Background: an optimization exercise with open tools, aiming at small area. Do not read the settings as production practice.
In this exercise RTL edits were held to simulation tests only and were not proved equivalent to the original.
No activity file was given, so power comes from the tool's default toggle rates.

<file path="flow/design.v">
`timescale 1ns / 1ps
module myclint #(
    parameter ADDR_W  = 32,
    parameter DATA_W  = 32,
    parameter N_CORES = 8
) (
    input                 clk,  
    input                 rt_clk,  
    input                 reset,  
    input                 valid,  
    input  [ADDR_W-1:0]   address,  
    input  [DATA_W-1:0]   wdata,  
    input  [DATA_W/8-1:0] wstrb,  
    output [DATA_W-1:0]   rdata,  
    output                ready,  
    output [N_CORES-1:0]  mtip,  
    output [N_CORES-1:0]  msip   
);
  wire [15:0] a = address[15:0];
  wire write    = &wstrb;
  wire req      = valid & ~reset;
  wire hit_cmp  = (a[15:6] == 10'h100);    
  wire hit_time = (a[15:3] == 13'h17ff);   
  wire hit_msip = (a[15:5] == 11'h000);    
  wire wr       = req & write;
  reg rsp, ready_q;
  always @(posedge clk) begin
    rsp     <= req & (hit_cmp | hit_time | hit_msip);
    ready_q <= rsp;
  end
  assign ready = ready_q;
  reg [1:0] rtc_s;
  reg       rtc_p;
  always @(posedge clk) begin
    if (reset) begin
      rtc_s <= 2'b00;
      rtc_p <= 1'b0;
    end else begin
      rtc_s <= {rtc_s[0], rt_clk};
      rtc_p <= rtc_s[1];
    end
  end
  wire inc = rtc_s[1] & ~rtc_p;
  wire [31:0] wd0     = wdata & {32{~reset}};
  wire        wr_tlo  = reset | (wr & hit_time & ~a[2]);
  wire        wr_thi  = reset | (wr & hit_time &  a[2]);
  reg  [63:0] mtime;
  wire [63:0] mtime_inc = mtime + {63'b0, inc};
  always @(posedge clk) begin
    mtime[31:0]  <= wr_tlo ? wd0 : mtime_inc[31:0];
    mtime[63:32] <= wr_thi ? wd0 : mtime_inc[63:32];
  end
  reg [63:0] cmpn0, cmpn1, cmpn2, cmpn3, cmpn4, cmpn5, cmpn6, cmpn7;
  wire [511:0] cmpn = {cmpn7, cmpn6, cmpn5, cmpn4, cmpn3, cmpn2, cmpn1, cmpn0};
  wire [7:0] wr_cmp_lo, wr_cmp_hi;
  genvar k;
  generate
    for (k = 0; k < 8; k = k + 1) begin : g_cmp
      assign wr_cmp_lo[k] = wr & hit_cmp & (a[5:3] == k) & ~a[2];
      assign wr_cmp_hi[k] = wr & hit_cmp & (a[5:3] == k) &  a[2];
    end
  endgenerate
  wire [31:0] wdn = ~wdata & {32{~reset}};
  always @(posedge clk) begin 
    if (reset | wr_cmp_lo[0]) cmpn0[31:0]  <= wdn; 
    if (reset | wr_cmp_hi[0]) cmpn0[63:32] <= wdn; 
  end
  always @(posedge clk) begin 
    if (reset | wr_cmp_lo[1]) cmpn1[31:0]  <= wdn; 
    if (reset | wr_cmp_hi[1]) cmpn1[63:32] <= wdn; 
  end
  always @(posedge clk) begin 
    if (reset | wr_cmp_lo[2]) cmpn2[31:0]  <= wdn; 
    if (reset | wr_cmp_hi[2]) cmpn2[63:32] <= wdn; 
  end
  always @(posedge clk) begin 
    if (reset | wr_cmp_lo[3]) cmpn3[31:0]  <= wdn; 
    if (reset | wr_cmp_hi[3]) cmpn3[63:32] <= wdn; 
  end
  always @(posedge clk) begin 
    if (reset | wr_cmp_lo[4]) cmpn4[31:0]  <= wdn; 
    if (reset | wr_cmp_hi[4]) cmpn4[63:32] <= wdn; 
  end
  always @(posedge clk) begin 
    if (reset | wr_cmp_lo[5]) cmpn5[31:0]  <= wdn; 
    if (reset | wr_cmp_hi[5]) cmpn5[63:32] <= wdn; 
  end
  always @(posedge clk) begin 
    if (reset | wr_cmp_lo[6]) cmpn6[31:0]  <= wdn; 
    if (reset | wr_cmp_hi[6]) cmpn6[63:32] <= wdn; 
  end
  always @(posedge clk) begin 
    if (reset | wr_cmp_lo[7]) cmpn7[31:0]  <= wdn; 
    if (reset | wr_cmp_hi[7]) cmpn7[63:32] <= wdn; 
  end
  generate
    for (k = 0; k < 8; k = k + 1) begin : g_ge
      myclint_ge64 u_ge (.m(mtime), .cn(cmpn[64*k +: 64]), .ge(mtip[k]));
    end
  endgenerate
  reg [7:0] msip_q;
  generate
    for (k = 0; k < 8; k = k + 1) begin : g_msip
      always @(posedge clk)
        if (reset | (wr & hit_msip & (a[4:2] == k))) msip_q[k] <= wdata[0] & ~reset;
    end
  endgenerate
  assign msip = msip_q;
  wire [15:0] rs_cmp;
  wire [7:0]  rs_msip;
  generate
    for (k = 0; k < 16; k = k + 1) begin : g_rs_cmp
      assign rs_cmp[k] = hit_cmp & (a[5:2] == k);
    end
    for (k = 0; k < 8; k = k + 1) begin : g_rs_msip
      assign rs_msip[k] = hit_msip & (a[4:2] == k);
    end
  endgenerate
  wire rs_tlo = hit_time & ~a[2];
  wire rs_thi = hit_time &  a[2];
  reg [31:0] rsel;
  integer i;
  always @(*) begin
    rsel = ({32{rs_tlo}} & mtime[31:0]) | ({32{rs_thi}} & mtime[63:32]);
    for (i = 0; i < 16; i = i + 1)
      rsel = rsel | ({32{rs_cmp[i]}} & ~cmpn[32*i +: 32]);
    rsel[0] = rsel[0] | (|(rs_msip & msip_q));
  end
  reg [31:0] rdata_q;
  always @(posedge clk) if (valid) rdata_q <= rsel;
  assign rdata = rdata_q;
endmodule
module myclint_ge64 (input [63:0] m, input [63:0] cn, output ge);
  wire [16:0] c0;
  assign c0[1] = m[0] | cn[0];
  assign c0[2] = (m[1] & cn[1]) | (m[1] & c0[1]) | (cn[1] & c0[1]);
  assign c0[3] = (m[2] & cn[2]) | (m[2] & c0[2]) | (cn[2] & c0[2]);
  assign c0[4] = (m[3] & cn[3]) | (m[3] & c0[3]) | (cn[3] & c0[3]);
  assign c0[5] = (m[4] & cn[4]) | (m[4] & c0[4]) | (cn[4] & c0[4]);
  assign c0[6] = (m[5] & cn[5]) | (m[5] & c0[5]) | (cn[5] & c0[5]);
  assign c0[7] = (m[6] & cn[6]) | (m[6] & c0[6]) | (cn[6] & c0[6]);
  assign c0[8] = (m[7] & cn[7]) | (m[7] & c0[7]) | (cn[7] & c0[7]);
  assign c0[9] = (m[8] & cn[8]) | (m[8] & c0[8]) | (cn[8] & c0[8]);
  assign c0[10] = (m[9] & cn[9]) | (m[9] & c0[9]) | (cn[9] & c0[9]);
  assign c0[11] = (m[10] & cn[10]) | (m[10] & c0[10]) | (cn[10] & c0[10]);
  assign c0[12] = (m[11] & cn[11]) | (m[11] & c0[11]) | (cn[11] & c0[11]);
  assign c0[13] = (m[12] & cn[12]) | (m[12] & c0[12]) | (cn[12] & c0[12]);
  assign c0[14] = (m[13] & cn[13]) | (m[13] & c0[13]) | (cn[13] & c0[13]);
  assign c0[15] = (m[14] & cn[14]) | (m[14] & c0[14]) | (cn[14] & c0[14]);
  assign c0[16] = (m[15] & cn[15]) | (m[15] & c0[15]) | (cn[15] & c0[15]);
  wire [16:0] c1;
  assign c1[1] = m[16] & cn[16];
  assign c1[2] = (m[17] & cn[17]) | (m[17] & c1[1]) | (cn[17] & c1[1]);
  assign c1[3] = (m[18] & cn[18]) | (m[18] & c1[2]) | (cn[18] & c1[2]);
  assign c1[4] = (m[19] & cn[19]) | (m[19] & c1[3]) | (cn[19] & c1[3]);
  assign c1[5] = (m[20] & cn[20]) | (m[20] & c1[4]) | (cn[20] & c1[4]);
  assign c1[6] = (m[21] & cn[21]) | (m[21] & c1[5]) | (cn[21] & c1[5]);
  assign c1[7] = (m[22] & cn[22]) | (m[22] & c1[6]) | (cn[22] & c1[6]);
  assign c1[8] = (m[23] & cn[23]) | (m[23] & c1[7]) | (cn[23] & c1[7]);
  assign c1[9] = (m[24] & cn[24]) | (m[24] & c1[8]) | (cn[24] & c1[8]);
  assign c1[10] = (m[25] & cn[25]) | (m[25] & c1[9]) | (cn[25] & c1[9]);
  assign c1[11] = (m[26] & cn[26]) | (m[26] & c1[10]) | (cn[26] & c1[10]);
  assign c1[12] = (m[27] & cn[27]) | (m[27] & c1[11]) | (cn[27] & c1[11]);
  assign c1[13] = (m[28] & cn[28]) | (m[28] & c1[12]) | (cn[28] & c1[12]);
  assign c1[14] = (m[29] & cn[29]) | (m[29] & c1[13]) | (cn[29] & c1[13]);
  assign c1[15] = (m[30] & cn[30]) | (m[30] & c1[14]) | (cn[30] & c1[14]);
  assign c1[16] = (m[31] & cn[31]) | (m[31] & c1[15]) | (cn[31] & c1[15]);
  wire p1 = &(m[31:16] | cn[31:16]);
  wire [16:0] c2;
  assign c2[1] = m[32] & cn[32];
  assign c2[2] = (m[33] & cn[33]) | (m[33] & c2[1]) | (cn[33] & c2[1]);
  assign c2[3] = (m[34] & cn[34]) | (m[34] & c2[2]) | (cn[34] & c2[2]);
  assign c2[4] = (m[35] & cn[35]) | (m[35] & c2[3]) | (cn[35] & c2[3]);
  assign c2[5] = (m[36] & cn[36]) | (m[36] & c2[4]) | (cn[36] & c2[4]);
  assign c2[6] = (m[37] & cn[37]) | (m[37] & c2[5]) | (cn[37] & c2[5]);
  assign c2[7] = (m[38] & cn[38]) | (m[38] & c2[6]) | (cn[38] & c2[6]);
  assign c2[8] = (m[39] & cn[39]) | (m[39] & c2[7]) | (cn[39] & c2[7]);
  assign c2[9] = (m[40] & cn[40]) | (m[40] & c2[8]) | (cn[40] & c2[8]);
  assign c2[10] = (m[41] & cn[41]) | (m[41] & c2[9]) | (cn[41] & c2[9]);
  assign c2[11] = (m[42] & cn[42]) | (m[42] & c2[10]) | (cn[42] & c2[10]);
  assign c2[12] = (m[43] & cn[43]) | (m[43] & c2[11]) | (cn[43] & c2[11]);
  assign c2[13] = (m[44] & cn[44]) | (m[44] & c2[12]) | (cn[44] & c2[12]);
  assign c2[14] = (m[45] & cn[45]) | (m[45] & c2[13]) | (cn[45] & c2[13]);
  assign c2[15] = (m[46] & cn[46]) | (m[46] & c2[14]) | (cn[46] & c2[14]);
  assign c2[16] = (m[47] & cn[47]) | (m[47] & c2[15]) | (cn[47] & c2[15]);
  wire p2 = &(m[47:32] | cn[47:32]);
  wire [16:0] c3;
  assign c3[1] = m[48] & cn[48];
  assign c3[2] = (m[49] & cn[49]) | (m[49] & c3[1]) | (cn[49] & c3[1]);
  assign c3[3] = (m[50] & cn[50]) | (m[50] & c3[2]) | (cn[50] & c3[2]);
  assign c3[4] = (m[51] & cn[51]) | (m[51] & c3[3]) | (cn[51] & c3[3]);
  assign c3[5] = (m[52] & cn[52]) | (m[52] & c3[4]) | (cn[52] & c3[4]);
  assign c3[6] = (m[53] & cn[53]) | (m[53] & c3[5]) | (cn[53] & c3[5]);
  assign c3[7] = (m[54] & cn[54]) | (m[54] & c3[6]) | (cn[54] & c3[6]);
  assign c3[8] = (m[55] & cn[55]) | (m[55] & c3[7]) | (cn[55] & c3[7]);
  assign c3[9] = (m[56] & cn[56]) | (m[56] & c3[8]) | (cn[56] & c3[8]);
  assign c3[10] = (m[57] & cn[57]) | (m[57] & c3[9]) | (cn[57] & c3[9]);
  assign c3[11] = (m[58] & cn[58]) | (m[58] & c3[10]) | (cn[58] & c3[10]);
  assign c3[12] = (m[59] & cn[59]) | (m[59] & c3[11]) | (cn[59] & c3[11]);
  assign c3[13] = (m[60] & cn[60]) | (m[60] & c3[12]) | (cn[60] & c3[12]);
  assign c3[14] = (m[61] & cn[61]) | (m[61] & c3[13]) | (cn[61] & c3[13]);
  assign c3[15] = (m[62] & cn[62]) | (m[62] & c3[14]) | (cn[62] & c3[14]);
  assign c3[16] = (m[63] & cn[63]) | (m[63] & c3[15]) | (cn[63] & c3[15]);
  wire p3 = &(m[63:48] | cn[63:48]);
  wire t0_0g = c1[16] | (p1 & c0[16]);
  wire t0_1g = c3[16] | (p3 & c2[16]);
  wire t0_1p = p3 & p2;
  wire t1_0g = t0_1g | (t0_1p & t0_0g);
  assign ge = t1_0g;
endmodule
</file>
<file path="flow/flow/run.sh">
#!/bin/bash
# Own layout flow: the standard ORFS flow (standard.sh) with
#  - synthesis using an area-oriented abc script (flow/synth.tcl, flow/area.abc),
#  - the smallest buffer on the ports,
#  - a clock tree of small clock buffers without dummy loads.
# Each step's full log stays in orfs/logs/ (ORFS writes one per step); make's
# own output goes to flow_make.log in the work folder.
set -euo pipefail
W=$(pwd)
export OWN_FLOW_DIR=$W/flow
CTS="-sink_clustering_enable -repair_clock_nets -dont_use_dummy_load"
CTS="$CTS -buf_list {sky130_fd_sc_hd__clkbuf_8} -root_buf sky130_fd_sc_hd__clkbuf_16"
CTS="$CTS -sink_clustering_size 14 -sink_clustering_max_diameter 100"
bash standard.sh \
  SYNTH_SCRIPT=$W/flow/synth.tcl \
  "BUFFER_PORTS_ARGS=-buffer_cell sky130_fd_sc_hd__buf_1" \
  "CTS_ARGS=$CTS" \
  finish > $W/flow_make.log 2>&1
</file>
<file path="flow/flow/area.abc">
&get -n
&st
&dc2
&syn2
&dch
&nf -R 1000 -p
&st
&dch
&nf -R 1000 -p
&put
</file>
<file path="flow/flow/synth.tcl">
# The standard flow's synthesis script (synth_recipe.tcl), with the abc step given an
# area-oriented script; everything else, the flip-flop mapping included, is as
# in the standard synthesis.
proc synth {args} { yosys synth -nofsm -noshare {*}$args }
proc abc {args} {
  set i [lsearch -exact $args -script]
  if {$i >= 0} { lset args [expr {$i + 1}] $::env(OWN_FLOW_DIR)/area.abc }
  yosys abc {*}$args
}
source $::env(SCRIPTS_DIR)/synth.tcl
# left out here: clear keep_hierarchy, flatten, clean up, hide names made inside functions, write 1_2_yosys.v
</file>
<file path="flow/standard.sh">
#!/bin/bash
# synth_recipe.tcl (not shown) runs the flow's synth.tcl, then flattens the netlist and writes it again
# the make line also repeats each setting of config.mk as NAME=value (left out here)
make -C /OpenROAD-flow-scripts/flow DESIGN_CONFIG=/design/flow/config.mk WORK_HOME=/design/flow/orfs CLKGATE_MAP_FILE= SYNTH_SCRIPT=/design/flow/synth_recipe.tcl "${@:-finish}"
</file>
<file path="flow/config.mk">
export PLATFORM = sky130hd
export DESIGN_NAME = myclint
export DESIGN_NICKNAME = myclint
export VERILOG_FILES = /design/flow/design.v
export SDC_FILE = /design/flow/constraint.sdc
export NUM_CORES = 4
export LEC_CHECK = 0
export CAP_MARGIN = 20
export CORE_MARGIN = 2
export CORE_UTILIZATION = 40
export SETUP_SLACK_MARGIN = 0.2
export SLEW_MARGIN = 20
</file>
<file path="flow/constraint.sdc">
create_clock -name core_clock -period 6.0 [get_ports {clk}]
set_input_delay 1.2000 -clock core_clock [delete_from_list [all_inputs] [get_ports {clk}]]
set_output_delay 1.2000 -clock core_clock [all_outputs]
set_load 0.01 [all_outputs]
</file>
==> results.cfg, run 1 <==
[status]
status = complete, no violations

[timing]
fmax_mhz = 173.6
fin_tns_setup_ns = 0
setup_viol = 0
hold_viol_final = 0
worst-slew-pin-transition_ns = 1.276
skew_ns = 0.04384
rsz0062_at_grt = false
max_slew_margin = 0.1491
drv_slew = 0
fin_crit_ns = 5.761
finalCritPeriodShare = 0.9601

[final_layout]
syn2layout_area_growth_pct = 10.48
num-fill-cells = 6547
drive_above_1_share = 0.06645
final_core_util = 0.4459
fin_nets = 2574

[logic_synthesis]
synth_top_cell_area_share = 0.5874
synthSimpleGateAreaFrac = 0.09165
avgSynthCellArea_sq_um = 12.34
netlist_instances = 2286
synth_fa_ha_area_frac = 0.0008868
ys_seq_elements = 621
synth_edf_count = 552
synth_top_family_by_area = compound AO/OA/AOI/OAI gates
synthTopCellsByArea = edfxtp_1 59%, o22ai_1 9.2%, dfxtp_1 4.9%
muxShareOfSynthArea = 0
synthArstFlopShare = 0
synth_xor_xnor_area_share = 0.005277
ys.warnings.count = 1
synth_compound_area_frac = 0.2631
ys_seq_area_frac = 0.6364
synth_fp_nets = 2360
synthDistinctLibCells = 48
yosysMostFrequentCell = edfxtp_1
synth_top_flop_cell = edfxtp_1
synth_commonest_cells = 552 x edfxtp_1, 415 x o22ai_1, 165 x nor2_1, 159 x a22oi_1, 140 x o21ai_0
synth_area_sq_um = 28220
synth_top_area_cell = edfxtp_1

[floorplan]
die_w_um = 269.6
io_pins = 121
die_area_sq_um = 72680
core_sq_um = 69910
fp.dieH_um = 269.6
num_rows = 97
start_util = 0.4036

[setup_path]
regToRegSetupSlack_ns = 0.93
setup.worst_path.start = mtime[17]
rr_worst_depth = 20
path_cells = o221ai_1 > o21ai_0 > nand2b_1 > a21oi_1 > a221oi_1 > nor2_1 > a221oi_1 > nor2_1 > a221oi_1 > o21ai_0 > a31oi_1 > o21ai_0 > nand4_1 > nand2_1 > buf_1
crit_path_start_kind = register
end_kind = primary output
cp_slowest_cell = dfxtp_1
crit_arrival_ns = 4.56
cp.required_ns = 4.80
critPathKind = reg -> out
r2r-start = rtc_s[1]
slowest_delay_ns = 0.87
r2r-end = mtime[63]
path_max_fanout = 20

[detailed_routing]
drc = 0
wire_per_inst_um = 37.16
drt_iter0_markers = 4415
vias = 25520
viasPerCell = 7.420
dr.pass1.iters = 7
wirelength_um = 127800
ant_nets = 0

[clock_network]
cts_made_buffers = 50
cts_root_buffer = clkbuf_16
clk_latency_ns = 0.59
cts_tree = done
htreeDepth = 2
numClockSinks = 621
postCtsHoldBufs = 0
cts_setup_buffers = 0
clk_path_buf_depth = 3
clk_pin_slew_ns = 0.10

[place]
gp_congestion = 1.001
dpl.hpwl_um = 87640
portBuffers = 102

[pwr]
vdd_drop_max_v = 0.0002003
clockPowerShare = 0.278
p_sw_frac = 0.2639
intPower_mw = 5.994
seqPwrFrac = 0.661
power_per_cell_area_nw_per_um2 = 261.2
power.switching_mw = 2.149
p_leak_nw = 9.063
total_power_mw = 8.143
power_frac_comb = 0.061

[job]
maxCapViolCount = 0

[min_path]
min_to = ready_q
hp-class = reg -> reg
holdCritStartpoint = rsp
min_path_cells = 0

[grt]
grt.met1_usage = 0.4299
grt_max_degree = 65
antenna_found_initial = 2
grt_pass1_wl_um = 179200
use_met3 = 0.08202
grt_pass1_vias = 24510
use_met2 = 0.5309
grt_usage = 0.3397
busiest_layer = met2
grt_overflow = 0
## cell families (layout without fill, tap and decap cells)
logic type | after synthesis | in the layout
AOI/OAI and AO/OA | 1095 | 1095
other | 0 | 1
xor gates and xnor gates | 17 | 17
DFF | 621 | 621
buffers and inverters | 12 | 224
adders and majority gates | 2 | 2
and+or+nand+nor | 539 | 539
## through the flow
stage	hold slack [ns]	instances	setup slack (ns)	instance area, sq um
after CTS	0.3350	3437	0.2938	31100
after global placement	0.3141	3387	0.6602	30350
final	0.3352	3439	0.2393	31170
after detailed placement	0.3121	3387	0.6991	30350
after global routing	0.3553	3438	0.2121	31170
after floorplan	0.3096	2286	0.7353	28220
## routing by layer
metal | vias up | part of all wire
li1 | 10330 | -
met1 | 12580 | 0.36
met2 | 2138 | 0.45
met3 | 473 | 0.12
met4 | 2 | 0.071
met5 | - | 0.00013
## registers in the layout, summed over array words and instances (netlist names)
signal / cells
cmpn7: 64
cmpn2: 64
cmpn3: 64
rdata_q: 32
cmpn1: 64
cmpn4: 64
rtc_p: 1
ready_q: 1
msip_q: 8
mtime: 64
cmpn0: 64
rtc_s: 2
cmpn6: 64
rsp: 1
cmpn5: 64
## repair_timing
| item | in CTS | in global routing |
|---|---|---|
| gates resized for setup | 4 | 9 |
| endpoints found under the setup margin | 7 | 6 |
| endpoints found under the hold margin | 0 | 0 |
## final cells by class
cell class                 count  area, sq um  share of cell area
timing repair buffer         170        908.4             0.02914
tap                          940         1176             0.03773
inverter                       4        15.01           0.0004816
clock buffer                  50        744.5             0.02388
multi-input combinational   1653        10350              0.3321
sequential                   621        17970              0.5766
antenna                        1        2.502          0.00008027
## critical path: cells and delay by family, from the launching register on
family                 cells  cell delay [ns]
DFF                        1             0.87
buffers and inverters      1             0.17
and+or+nand+nor            5             0.71
AOI/OAI and AO/OA          9             2.21
## cells in the final DEF (no fill, tap or decap), drive strengths merged, types with 18 or more instances in the layout
cell / netlist / layout
clkbuf: 0 / 52
nand3: 34 / 34
a222oi: 30 / 30
dfxtp: 69 / 69
nor2: 165 / 165
a221oi: 85 / 85
a21oi: 96 / 96
nand4: 18 / 18
nand2b: 43 / 43
a21o: 19 / 19
o221ai: 28 / 28
nor4: 75 / 75
nand2: 123 / 123
o31ai: 21 / 21
edfxtp: 552 / 552
buf: 8 / 168
a22oi: 159 / 159
o22ai: 415 / 415
o21ai: 140 / 140
o22a: 32 / 32
nor3: 34 / 34
## power by group through the flow
stage,clock [mW],combinational [mW],sequential [mW]
2_1_floorplan,0,0.224,5.30
3_3_place_gp,0,0.465,5.46
3_5_place_dp,0,0.473,5.46
4_1_cts,2.28,0.474,5.37
5_1_grt,2.42,0.512,5.40
6_report,2.26,0.494,5.39
## how the worst max path moves through the flow
stage	slack, ns	cells after the start	end
2_1_floorplan	0.74	5	cmpn7[0]
3_3_place_gp	0.66	15	mtip[6]
3_5_place_dp	0.70	15	mtip[6]
4_1_cts	0.29	13	mtip[1]
5_1_grt	0.21	15	mtip[3]
6_report	0.24	15	mtip[4]
==> inputs of run 2 (changes only) <==
==> flow/flow/area.abc (replaced) <==
&get -n
&st
&dc2
&syn2
&dch
&nf -R 1000 -p -F 8 -A 8
&st
&dch
&nf -R 1000 -p -F 8 -A 8
&put
==> results.cfg, run 2 <==
[status]
status = complete, no violations

[timing]
fin_crit_ns = 5.774
fmax_mhz = 173.2
fin_tns_setup_ns = 0
worst-slew-pin-transition_ns = 1.195
max_slew_margin = 0.2033
skew_ns = 0.05182
rsz0062_at_grt = true
finalCritPeriodShare = 0.9623
hold_viol_final = 0
drv_slew = 0
holdWs_ns = 0.3358
setup_viol = 0

[setup_path]
rr_worst_depth = 21
setup.worst_path.start = mtime[1]
cp_num_cells = 17
crit_path_start_kind = register
r2r-start = mtime[0]
regToRegSetupSlack_ns = 0.63
critPathTopFamily = compound AO/OA/AOI/OAI gates
path_common_cell = a21oi_1
end_kind = primary output
crit_buf_inv = 1
slowest_delay_ns = 0.49
r2r-end = mtime[60]
endpoint = mtip[5]
cp.required_ns = 4.80
cp_slowest_cell = dfxtp_4
path_max_fanout = 19
path_cells = o22ai_1 > a21oi_1 > a221oi_1 > o21ai_0 > o221ai_1 > a21oi_1 > a221oi_1 > o21ai_0 > o221ai_1 > a21oi_1 > a21oi_1 > o22ai_1 > nand3_1 > o211ai_1 > nand4_1 > o211ai_1 > buf_1
critPathKind = reg -> out
crit_arrival_ns = 4.57

[pwr]
vdd_drop_max_v = 0.0001900
p_leak_nw = 9.302
power_per_cell_area_nw_per_um2 = 259.4

[clock_network]
postCtsHoldBufs = 0
cts_tree = done
clk_latency_ns = 0.60
cts_made_buffers = 50
clk_pin_slew_ns = 0.10
cts_root_buffer = clkbuf_16
clk_path_buf_depth = 3
numClockSinks = 621
htreeDepth = 2

[place]
portBuffers = 102
dpl.hpwl_um = 88200
gp_congestion = 0.9816
dp_cells = 3393

[logic_synthesis]
synth_top_area_cell = edfxtp_1
synth_area_sq_um = 28070
synth_edf_count = 552
avgSynthCellArea_sq_um = 12.33
synthTopCellsByArea = edfxtp_1 59%, o22ai_1 9.3%, a221oi_1 5.0%
netlist_instances = 2277
yosysMostFrequentCell = edfxtp_1
synth_top_cell_area_share = 0.5905
synth_commonest_cells = 552 x edfxtp_1, 418 x o22ai_1, 271 x nor2_1, 159 x a221oi_1, 121 x nand2_1
synthDistinctLibCells = 48
synth_fp_nets = 2351
ys_seq_area_frac = 0.6397
synth_top_flop_cell = edfxtp_1
ys.warnings.count = 1
synthArstFlopShare = 0
ys_seq_elements = 621

[final_layout]
diodes = 0
drive_above_1_share = 0.09200
final_cell_mix = 552 x edfxtp_1, 401 x o22ai_1, 259 x nor2_1
final_cells = 3451
mostFrequentLayoutCell = edfxtp_1
regArea_sq_um = 17990
multi_input_area_sq_um = 10470
num-fill-cells = 6470
fin_nets = 2587
syn2layout_area_growth_pct = 12.08

[floorplan]
die_w_um = 268.9
start_util = 0.4022
die_area_sq_um = 72310
io_pins = 121
num_rows = 97
core_sq_um = 69790
fp.dieH_um = 268.9

[grt]
antenna_found_initial = 0
grt_overflow = 0
grt_pass1_vias = 24590
grt_pass1_wl_um = 179000
grt_max_degree = 65
grt_usage = 0.3474

[job]
maxCapViolCount = 0

[detailed_routing]
drc = 0
wire_per_inst_um = 36.92
drt_iter0_markers = 4850
vias = 25550
wirelength_um = 127400
dr.pass1.iters = 11
viasPerCell = 7.405
ant_nets = 0

[min_path]
hp-class = reg -> reg
holdCritStartpoint = rsp
-- run 2: changes by cell type after synthesis, sizes merged, moves of 6 or more --
cell / delta
o21ai: -39
a221oi: +74
a22oi: -71
a21oi: -39
o211ai: +6
nor2: +106
nand2b: -36
-- run 2: layout make-up --
type | instances | area share
Inverter | 4 | 0.0004772
Timing Repair Buffer | 192 | 0.03412
Tap cell | 940 | 0.03738
Multi-Input combinational cell | 1644 | 0.3327
Sequential cell | 621 | 0.5717
Clock buffer | 50 | 0.02366
-- run 2: worst min-delay path by stage --
stage	to	slack (ns)	cells after the start
finish	ready_q	0.34	0
global route	ready_q	0.35	0
CTS	ready_q	0.34	0
detailed placement	ready_q	0.32	0
global placement	ready_q	0.32	0
floorplan	ready_q	0.31	0
-- run 2: repair_timing --
item,in CTS,in global routing
pin swaps,0,10
setup buffers,0,7
gates resized for setup,13,57
endpoints found under the setup margin,8,10
-- run 2: power breakdown --
group | leakage (nW) | switching, mW | total, mW | internal (mW)
Sequential | 5.91 | 0.340 | 5.38 | 5.04
Combinational | 3.01 | 0.383 | 0.507 | 0.124
Clock | 0.385 | 1.44 | 2.27 | 0.828
Total | 9.30 | 2.17 | 8.16 | 6.00
-- run 2: cells by family (layout without fill, tap and decap cells) --
family | count (synthesis) | in the layout | share of synthesized area
adder cells (fa/ha/maj) | 2 | 2 | 0.0008913
AND/OR/NAND/NOR | 606 | 606 | 0.09753
AO/OA/AOI/OAI | 1017 | 1017 | 0.2533
XOR/XNOR | 19 | 19 | 0.005928
buffers and inverters | 12 | 246 | 0.002674
flip-flops | 621 | 621 | 0.6397
-- run 2: per-layer routing --
| layer | part of all wire | vias to the layer above | wire length, um | global-route usage |
|---|---|---|---|---|
| li1 | - | 10320 | - | - |
| met1 | 0.37 | 12640 | 46660 | 0.4507 |
| met2 | 0.45 | 2130 | 56700 | 0.5423 |
| met3 | 0.12 | 464 | 14700 | 0.06721 |
| met4 | 0.073 | 0 | 9331 | 0.2059 |
| met5 | 0 | - | 0 | 0 |
-- run 2: per-stage QoR --
| stage | cell area (sq um) | utilization | worst slack (ns) | total power, mW |
|---|---|---|---|---|
| 5_1_grt | 31460 | 0.4508 | 0.1480 | 8.334 |
| 6_report | 31460 | 0.4508 | 0.2259 | 8.163 |
| 4_1_cts | 31120 | 0.4460 | 0.2040 | 8.120 |
| 3_3_place_gp | 30330 | 0.4346 | 0.4882 | 5.926 |
| 3_5_place_dp | 30340 | 0.4347 | 0.4851 | 5.936 |
| 2_1_floorplan | 28070 | - | 0.7353 | 5.526 |

-- port drivers added, routing unchanged --
In the flow no input, the clock included, has a driving cell. The finished layouts below were timed again as built, in two steps. Step 1 sets driving cells, clkbuf_16 on the clock port and buf_2 on the other inputs (assumed; they add their load-dependent delay and slew). Step 2 also shifts input and output timing later by t, the mid clock arrival at the registers, as if the neighbouring blocks saw the same clock. Slacks: no drivers / after step 1 / after step 2; pairs: no drivers / after step 1.
run	t (ns)	setup slack, ns	latest minus earliest clock arrival (ns)	slew at the worst register clock pin (ns)	pins driven straight from the clock port
run 1	0.637	0.239 / 0.175 / 0.812	0.051 / 0.051	0.11 / 0.11	1
run 2	0.638	0.226 / 0.162 / 0.628	0.052 / 0.052	0.10 / 0.10	1
After both steps setup and hold are still met in every run listed.
